Background: an optimization exercise with open tools, aiming at small area, a short achievable clock period and few clock cycles. Do not read the settings as production practice.
Where RTL was checked, it was by simulation tests only, not by an equivalence proof against the original.
Power figures rest on the tool's default switching activity, not on a simulated workload.

== alpha ==
==> flow/design.v (excerpt) <==
module engine (
   input                      clk,
   input                      rst,
   output                     done,
   input    [63:0]            num_rows_in,
   input    [63:0]            rows_size_in,
   input    [63:0]            row_start_in,
   input    [63:0]            row_skip_in,
   input    [63:0]            hash_table_mask,
   input                      row_rq_stall_in,
   output                     row_rq_vld_out,
   output   [47:0]            row_rq_vadr_out,
   output                     row_rs_stall_out,
   input                      row_rs_vld_in,
   input    [63:0]            row_rs_data_in,
   input                      ll_afull_in,
   output                     ll_write_en_out,
   output   [47:0]            ll_address_out,
   output   [63:0]            ll_payload_out,
   input                      ht_rq_afull_in,
   output                     ht_rq_read_en_out,
   output   [47:0]            ht_rq_address_out,
   output   [63:0]            ht_rq_data_out,
   output                     ht_rs_afull_out,
   input                      ht_rs_write_en_in,
   input    [63:0]            ht_rs_data_in,
   input                      ll_update_afull_in,
   output                     ll_update_write_en_out,
   output   [47:0]            ll_update_addr_out,
   output   [63:0]            ll_update_data_out,
   input                      ll_rs_write_en_in
);
export LEC_CHECK = 0
export ABC_CLOCK_PERIOD_IN_PS = 5000
export CAP_MARGIN = 20
export CORE_MARGIN = 2
export CORE_UTILIZATION = 60
export CTS_CLUSTER_DIAMETER = 150
export CTS_CLUSTER_SIZE = 20
export SLEW_MARGIN = 20
create_clock -name core_clock -period 11.0 [get_ports {clk}]
standard.sh (not shown) runs the stock make flow with config.mk's settings and CLKGATE_MAP_FILE= SYNTH_SCRIPT=/design/flow/synth_recipe.tcl, a recipe that flattens the netlist after the stock synthesis.
==> flow/flow/run.sh <==
#!/bin/bash
# Layout: the standard flow (standard.sh: the standard synthesis, then
# ORFS floorplan to finish at the design's clock and constraints), with two
# changes to how the layout is optimised:
#  - the port buffers that buffer_ports inserts are buf_1 cells;
#  - repair_timing works towards a larger setup margin.
# make's full output goes to standard_finish.log in this folder.
set -uo pipefail
bash standard.sh \
   "BUFFER_PORTS_ARGS=-buffer_cell sky130_fd_sc_hd__buf_1" \
   SETUP_SLACK_MARGIN=6.0 \
   finish > standard_finish.log 2>&1
status=$?
tail -5 standard_finish.log
exit $status
Testbench counts of alpha, summed over its fixed seeds: cycles 12,119.
Edits applied to the flow inputs when going from alpha to delta:
-- flow/design.v --
<<< alpha, line 54
   end
   assign lt = !gg[W-1];
endmodule
`timescale 1 ns / 1 ps
>>> delta, line 54
   end
   assign lt = !gg[W-1];
endmodule
module blk_add #(
   parameter                  W = 47
) (
   input    [W-1:0]           a,
   input    [W-1:0]           b,
   input                      ci,
   output   [W-1:0]           s
);
   localparam                 B  = 4;
   localparam                 NB = (W + B - 1) / B;
   localparam                 L  = $clog2(NB);
   reg   [W-1:0]              p, g;
   reg   [NB-1:0]             bg, bp, gg, pp;
   reg   [W:0]                c;
   integer                    i, j, k;
   always @* begin
      p = a ^ b;
      g = a & b;
      for (j = 0; j < NB; j = j + 1) begin
         bg[j] = 1'b0;
         bp[j] = 1'b1;
         for (i = j * B; i < j * B + B && i < W; i = i + 1) begin
            bg[j] = g[i] | (p[i] & bg[j]);
            bp[j] = bp[j] & p[i];
         end
      end
      gg = bg;
      pp = bp;
      gg[0] = bg[0] | (bp[0] & ci);
      for (k = 0; k < L; k = k + 1) begin
         for (i = (2 << k) - 1; i < NB; i = i + (2 << k)) begin
            gg[i] = gg[i] | (pp[i] & gg[i - (1 << k)]);
            pp[i] = pp[i] & pp[i - (1 << k)];
         end
      end
      for (k = L - 2; k >= 0; k = k - 1) begin
         for (i = (3 << k) - 1; i < NB; i = i + (2 << k)) begin
            gg[i] = gg[i] | (pp[i] & gg[i - (1 << k)]);
            pp[i] = pp[i] & pp[i - (1 << k)];
         end
      end
      c[0] = ci;
      for (j = 0; j < NB; j = j + 1) begin
         if (j > 0) c[j * B] = gg[j - 1];
         for (i = j * B; i < j * B + B - 1 && i < W - 1; i = i + 1)
            c[i + 1] = g[i] | (p[i] & c[i]);
      end
   end
   assign s = p ^ c[W-1:0];
endmodule
`timescale 1 ns / 1 ps
<<< alpha, line 471
   wire  [46:0]               idx_l_sum;
   wire  [63:0]               idx_h_sum;
   bk_add #(.W(47)) IDXL_ADD (.a(idx_l), .b(skip_r[46:0]), .ci(1'b0), .s(idx_l_sum));
   bk_add #(.W(64)) IDXH_ADD (.a(idx_h), .b(skip_r), .ci(1'b0), .s(idx_h_sum));
   always @(posedge clk) begin
>>> delta, line 521
   wire  [46:0]               idx_l_sum;
   wire  [63:0]               idx_h_sum;
   blk_add #(.W(47)) IDXL_ADD (.a(idx_l), .b(skip_r[46:0]), .ci(1'b0), .s(idx_l_sum));
   bk_add #(.W(64)) IDXH_ADD (.a(idx_h), .b(skip_r), .ci(1'b0), .s(idx_h_sum));
   always @(posedge clk) begin
<<< alpha, line 497
   reg                        ht_afull_r;
   wire  [46:0]               idx_u_sum;
   bk_add #(.W(47)) IDXU_ADD (.a(idx_u), .b(skip_r[46:0]), .ci(1'b0), .s(idx_u_sum));
   always @(posedge clk) begin
      if (!uv0) ud0 <= ht_rs_data_in;
>>> delta, line 547
   reg                        ht_afull_r;
   wire  [46:0]               idx_u_sum;
   blk_add #(.W(47)) IDXU_ADD (.a(idx_u), .b(skip_r[46:0]), .ci(1'b0), .s(idx_u_sum));
   always @(posedge clk) begin
      if (!uv0) ud0 <= ht_rs_data_in;
--- outcome ---
Type of the worst setup path: input port to primary output -> alpha, flip-flop to flip-flop -> delta. Higher shortest period the worst path allows among delta and alpha: delta. delta vs alpha — routed wire length dropped slightly. The higher count of non-CTS inverters in the layout of delta and alpha is in delta. | setup slack on the worst flop-to-flop path | delta vs alpha | 0.38 ns lower |. The sequential share of layout area was comparable across delta and alpha. Sum of routed wire segments on met1 went down by a few percent going from alpha to delta. In the reports for delta and alpha, the smaller post-layout utilization of the core belongs to alpha. delta vs. alpha: final cell count down 86, antenna diode count down 7, first-pass GRT wire length flat, synthesized netlist cell count down 1.9%, worst-case setup margin in the final layout down 0.22 ns. Measured against each other, delta and alpha differ in non-clock buffer count, the higher figure coming from delta.
Function not checked in delta: the RTL went through the layout flow alone.

11-16:
Another version of the RTL of engine (not shown whole).
Size: about 850 I/O pins, roughly 48,000 um^2 of cells after synthesis.
==> module engine, before the edit <==
module engine (
   input                      clk,
   input                      rst,
   output                     done,
   input    [63:0]            num_rows_in,
   input    [63:0]            rows_size_in,
   input    [63:0]            row_start_in,
   input    [63:0]            row_skip_in,
   input    [63:0]            hash_table_mask,
   input                      row_rq_stall_in,
   output                     row_rq_vld_out,
   output   [47:0]            row_rq_vadr_out,
   output                     row_rs_stall_out,
   input                      row_rs_vld_in,
   input    [63:0]            row_rs_data_in,
   input                      ll_afull_in,
   output                     ll_write_en_out,
   output   [47:0]            ll_address_out,
   output   [63:0]            ll_payload_out,
   input                      ht_rq_afull_in,
   output                     ht_rq_read_en_out,
   output   [47:0]            ht_rq_address_out,
   output   [63:0]            ht_rq_data_out,
   output                     ht_rs_afull_out,
   input                      ht_rs_write_en_in,
   input    [63:0]            ht_rs_data_in,
   input                      ll_update_afull_in,
   output                     ll_update_write_en_out,
   output   [47:0]            ll_update_addr_out,
   output   [63:0]            ll_update_data_out,
   input                      ll_rs_write_en_in
);
   wire  [47:0]               size_s = rows_size_in[47:0];
   wire  [47:0]               ss_s   = row_start_in[47:0] | row_skip_in[47:0];
   reg   [5:0]                msb_s;
   integer                    j;
   always @* begin
      msb_s = 6'd0;
      for (j = 0; j < 48; j = j + 1)
         if (ss_s[j]) msb_s = j[5:0];
   end
   reg   [5:0]                bit_a;       
   reg                        last_a;      
   reg                        sbit_a, kbit_a;
   reg                        init_a;      
   reg   [47:0]               badr_a;      
   reg   [47:0]               step_a;      
   wire  [5:0]                sel_a      = rst ? msb_s : bit_a;
   wire                       sbit_s     = row_start_in[sel_a];
   wire                       kbit_s     = row_skip_in[sel_a];
   reg   [63:0]               idx_a;
   reg                        more_a;
   reg                        primed_a;
   wire                       rq_s       = init_a && more_a && !row_rq_stall_in;
   wire  [47:0]               badr_op_a  = init_a ? badr_a : {badr_a[46:0], 1'b0};
   wire  [47:0]               badr_op_b  = init_a ? step_a : (sbit_a ? size_s : 48'd0);
   wire  [47:0]               badr_sum   = badr_op_a + badr_op_b;
   always @(posedge clk) begin
      if (rst || !init_a) begin
         sbit_a   <= sbit_s;
         kbit_a   <= kbit_s;
         last_a   <= (sel_a == 6'd0);
         bit_a    <= sel_a - 6'd1;
      end
      if (rst) begin
         init_a   <= 1'b0;
         badr_a   <= 48'd0;
         step_a   <= 48'd0;
      end else if (!init_a) begin
         badr_a   <= badr_sum;
         step_a   <= {step_a[46:0], 1'b0} + (kbit_a ? size_s : 48'd0);
         init_a   <= last_a;
      end else if (rq_s) begin
         badr_a   <= badr_sum;
      end
   end
   always @(posedge clk) begin
      if (rst) begin
         idx_a    <= row_start_in;
         more_a   <= 1'b0;
         primed_a <= 1'b0;
      end else if (!primed_a || rq_s) begin
         idx_a    <= idx_a + row_skip_in;
         more_a   <= idx_a < num_rows_in;
         primed_a <= 1'b1;
      end
   end
   assign row_rq_vld_out  = rq_s;
   assign row_rq_vadr_out = {3'd0, badr_a[47:3]};
   wire                       push_s = row_rs_vld_in;
   reg                        lv0;
   reg   [63:0]               ld0;
   wire                       ll_fire = (lv0 || push_s) && !ll_afull_in;
   wire                       lv0_nx  = (lv0 || push_s) && !ll_fire;
   always @(posedge clk)
      if (!lv0) ld0 <= row_rs_data_in;
   reg                        kv;
   reg   [31:0]               kd;
   reg                        hv0, hv1;
   reg   [30:0]               hd0, hd1;
   wire                       ht_fire = hv0 && !ht_rq_afull_in;
   wire                       k_move  = kv && (!hv1 || ht_fire);
   always @(posedge clk)
      if (push_s) kd <= row_rs_data_in[63:32];
   wire  [31:0]               prod_s = 32'h24820C8D * kd;
   wire  [30:0]               hash_s = prod_s[30:0] & hash_table_mask[30:0];
   always @(posedge clk) begin
      if (ht_fire) begin
         hd0 <= hv1 ? hd1 : hash_s;
         hd1 <= hash_s;
      end else if (kv) begin
         if (!hv0)      hd0 <= hash_s;
         else if (!hv1) hd1 <= hash_s;
      end
   end
   wire                       hv0_nx = ht_fire ? (hv1 || kv) : (hv0 || kv);
   wire                       hv1_nx = ht_fire ? (hv1 && kv) : (hv1 || (hv0 && kv));
   wire                       kv_nx  = push_s || (kv && !k_move);
   reg                        row_stall_r;
   always @(posedge clk) begin
      if (rst) begin
         lv0 <= 1'b0; kv <= 1'b0; hv0 <= 1'b0; hv1 <= 1'b0;
         row_stall_r <= 1'b0;
      end else begin
         lv0 <= lv0_nx; kv <= kv_nx; hv0 <= hv0_nx; hv1 <= hv1_nx;
         row_stall_r <= lv0_nx || (kv_nx && hv1_nx);
      end
   end
   assign row_rs_stall_out = row_stall_r;
   reg   [46:0]               idx_l;       
   reg   [63:0]               idx_h;       
   always @(posedge clk) begin
      if (rst) begin
         idx_l <= row_start_in[46:0];
         idx_h <= row_start_in;
      end else begin
         if (ll_fire) idx_l <= idx_l + row_skip_in[46:0];
         if (ht_fire) idx_h <= idx_h + row_skip_in;
      end
   end
   assign ll_write_en_out    = ll_fire;
   assign ll_address_out     = {idx_l, 1'b0};
   assign ll_payload_out     = lv0 ? ld0 : row_rs_data_in;
   assign ht_rq_read_en_out  = ht_fire;
   assign ht_rq_address_out  = {17'd0, hd0};
   assign ht_rq_data_out     = idx_h;
   reg                        uv0;
   reg   [63:0]               ud0;
   wire                       u_vld   = uv0 || ht_rs_write_en_in;
   wire                       u_fire  = u_vld && !ll_update_afull_in;
   wire                       uv0_nx  = u_vld && !u_fire;
   reg   [46:0]               idx_u;
   reg                        ht_afull_r;
   always @(posedge clk) begin
      if (!uv0) ud0 <= ht_rs_data_in;
      if (rst) begin
         uv0        <= 1'b0;
         ht_afull_r <= 1'b0;
         idx_u      <= row_start_in[46:0];
      end else begin
         uv0        <= uv0_nx;
         ht_afull_r <= uv0_nx;
         if (u_fire) idx_u <= idx_u + row_skip_in[46:0];
      end
   end
   assign ht_rs_afull_out        = ht_afull_r;
   assign ll_update_write_en_out = u_fire;
   assign ll_update_addr_out     = {idx_u, 1'b1};
   assign ll_update_data_out     = uv0 ? ud0 : ht_rs_data_in;
   reg   [15:0]               inflight;
   always @(posedge clk) begin
      if (rst)
         inflight <= 16'd0;
      else if (rq_s && !ll_rs_write_en_in)
         inflight <= inflight + 16'd1;
      else if (!rq_s && ll_rs_write_en_in)
         inflight <= inflight - 16'd1;
   end
   assign done = primed_a && !more_a &&
                 (inflight == 16'd0 || (inflight == 16'd1 && ll_rs_write_en_in));
endmodule
clock: 11.0 ns
lec_check: 0
abc_clock_period_in_ps: 5000
cap_margin: 20
core_margin: 2
core_utilization: 40
setup_slack_margin: 5
slew_margin: 20
run.sh (not shown) runs the stock make flow with config.mk's settings and CLKGATE_MAP_FILE= SYNTH_SCRIPT=/design/flow/synth_recipe.tcl, a recipe that flattens the netlist after the stock synthesis.
Stock flow here: none of the scripts above is used.
11-16 finished every step from synthesis to the final layout, and the layout passed the timing, DRC and antenna checks.
> inputs changed (11-16 -> 03-14)
-- flow/design.v --
<<< 11-16, line 42
   end
   reg   [5:0]                bit_a;       
   reg                        last_a;      
   reg                        sbit_a, kbit_a;
>>> 03-14, line 42
   end
   reg   [5:0]                bit_a;       
   reg                        took_a;      
   reg                        last_a;      
   reg                        sbit_a, kbit_a;
<<< 11-16, line 47
   reg   [47:0]               badr_a;      
   reg   [47:0]               step_a;      
   wire  [5:0]                sel_a      = rst ? msb_s : bit_a;
   wire                       sbit_s     = row_start_in[sel_a];
   wire                       kbit_s     = row_skip_in[sel_a];
   reg   [63:0]               idx_a;
   reg                        more_a;
>>> 03-14, line 48
   reg   [47:0]               badr_a;      
   reg   [47:0]               step_a;      
   reg   [63:0]               idx_a;
   reg                        more_a;
<<< 11-16, line 58
   wire  [47:0]               badr_sum   = badr_op_a + badr_op_b;
   always @(posedge clk) begin
      if (rst || !init_a) begin
         sbit_a   <= sbit_s;
         kbit_a   <= kbit_s;
         last_a   <= (sel_a == 6'd0);
         bit_a    <= sel_a - 6'd1;
      end
      if (rst) begin
         init_a   <= 1'b0;
         badr_a   <= 48'd0;
         step_a   <= 48'd0;
      end else if (!init_a) begin
         badr_a   <= badr_sum;
         step_a   <= {step_a[46:0], 1'b0} + (kbit_a ? size_s : 48'd0);
         init_a   <= last_a;
      end else if (rq_s) begin
         badr_a   <= badr_sum;
>>> 03-14, line 56
   wire  [47:0]               badr_sum   = badr_op_a + badr_op_b;
   always @(posedge clk) begin
      if (rst) begin
         bit_a    <= msb_s;
         took_a   <= 1'b0;
         last_a   <= 1'b0;
         init_a   <= 1'b0;
         badr_a   <= 48'd0;
         step_a   <= 48'd0;
      end else if (!init_a) begin
         sbit_a   <= row_start_in[bit_a];
         kbit_a   <= row_skip_in[bit_a];
         last_a   <= (bit_a == 6'd0);
         bit_a    <= bit_a - 6'd1;
         took_a   <= 1'b1;
         if (took_a) begin
            badr_a <= badr_sum;
            step_a <= {step_a[46:0], 1'b0} + (kbit_a ? size_s : 48'd0);
            init_a <= last_a;
         end
      end else if (rq_s) begin
         badr_a   <= badr_sum;
<<< 11-16, line 98
   reg                        kv;
   reg   [31:0]               kd;
   reg                        hv0, hv1;
   reg   [30:0]               hd0, hd1;
   wire                       ht_fire = hv0 && !ht_rq_afull_in;
   wire                       k_move  = kv && (!hv1 || ht_fire);
   always @(posedge clk)
      if (push_s) kd <= row_rs_data_in[63:32];
   wire  [31:0]               prod_s = 32'h24820C8D * kd;
   wire  [30:0]               hash_s = prod_s[30:0] & hash_table_mask[30:0];
   always @(posedge clk) begin
      if (ht_fire) begin
         hd0 <= hv1 ? hd1 : hash_s;
         hd1 <= hash_s;
      end else if (kv) begin
         if (!hv0)      hd0 <= hash_s;
         else if (!hv1) hd1 <= hash_s;
      end
   end
   wire                       hv0_nx = ht_fire ? (hv1 || kv) : (hv0 || kv);
   wire                       hv1_nx = ht_fire ? (hv1 && kv) : (hv1 || (hv0 && kv));
   wire                       kv_nx  = push_s || (kv && !k_move);
   reg                        row_stall_r;
   always @(posedge clk) begin
      if (rst) begin
         lv0 <= 1'b0; kv <= 1'b0; hv0 <= 1'b0; hv1 <= 1'b0;
         row_stall_r <= 1'b0;
      end else begin
         lv0 <= lv0_nx; kv <= kv_nx; hv0 <= hv0_nx; hv1 <= hv1_nx;
         row_stall_r <= lv0_nx || (kv_nx && hv1_nx);
      end
   end
>>> 03-14, line 100
   reg                        kv;
   reg   [31:0]               kd;
   always @(posedge clk)
      if (push_s) kd <= row_rs_data_in[63:32];
   wire  [31:0]               prod_s = 32'h24820C8D * kd;
   wire  [30:0]               hash_s = prod_s[30:0] & hash_table_mask[30:0];
   reg                        hv0, hv1, hv2;
   reg   [30:0]               hd0, hd1, hd2;
   wire                       ht_fire = hv0 && !ht_rq_afull_in;
   always @(posedge clk) begin
      if (ht_fire) begin
         hd0 <= hv1 ? hd1 : hash_s;
         hd1 <= hv2 ? hd2 : hash_s;
         hd2 <= hash_s;
      end else if (kv) begin
         if (!hv0)      hd0 <= hash_s;
         else if (!hv1) hd1 <= hash_s;
         else           hd2 <= hash_s;
      end
   end
   wire                       hv0_nx = ht_fire ? (hv1 || kv) : (hv0 || kv);
   wire                       hv1_nx = ht_fire ? (hv2 || (hv1 && kv)) : (hv1 || (hv0 && kv));
   wire                       hv2_nx = ht_fire ? (hv2 && kv) : (hv2 || (hv1 && kv));
   reg                        row_stall_r;
   always @(posedge clk) begin
      if (rst) begin
         lv0 <= 1'b0; kv <= 1'b0; hv0 <= 1'b0; hv1 <= 1'b0; hv2 <= 1'b0;
         row_stall_r <= 1'b0;
      end else begin
         lv0 <= lv0_nx; kv <= push_s; hv0 <= hv0_nx; hv1 <= hv1_nx; hv2 <= hv2_nx;
         row_stall_r <= lv0_nx || hv2_nx || (hv1_nx && push_s);
      end
   end
Results
Part of the power in combinational logic delta for 03-14 relative to 11-16: 1.0 points higher
Looking at setup slack, 03-14 sits 280 ps higher than 11-16 does.
Note that the power recorded for 03-14 amounts to 1.08 times the value seen in 11-16.
03-14 vs 11-16 — fmax climbed by a few percent
Diff 11-16 -> 03-14: post-layout utilization of the core fell by 0.16 points; number of rows in the core area higher.
Function was not checked in any run of this note: the RTL went through the layout flow alone.

[port drivers added, routing unchanged]
No port has a modelled driver above. Below, the same layouts with a new extraction and two added sets of constraints.
Step 1: set_driving_cell puts a clkbuf_16 on clk and a buf_2 on each other input, an assumption about the parent block.
Step 2 times the ports against the registers' clock, not the clock port: input delays grow and output delays shrink by t, the midpoint of the rising clock arrivals with the driver on.
Slacks: no drivers / after step 1 / after step 2; pairs: no drivers / after step 1.
| run | t (ns) | slack for setup (ns) | hold WS [ns] | latest minus earliest clock arrival (ns) | worst data-port slew with drivers (ns) |
|---|---|---|---|---|---|
| alpha | 0.667 | 6.003 / 5.825 / 5.449 | 0.472 / 0.472 / 0.472 | 0.036 / 0.037 | 0.42 |
| delta | 0.666 | 5.782 / 5.782 / 5.503 | 0.474 / 0.474 / 0.474 | 0.036 / 0.036 | 0.21 |
| 11-16 | 0.740 | 4.737 / 4.737 / 4.329 | 0.468 / 0.468 / 0.468 | 0.040 / 0.041 | 0.18 |
| 03-14 | 0.760 | 5.016 / 5.031 / 4.308 | 0.468 / 0.468 / 0.468 | 0.040 / 0.040 | 0.17 |
After both steps every run listed still meets setup and hold. For 03-14, which loses most, drivers alone change the setup slack by +0.015 ns; drivers and shift together by -0.708 ns.
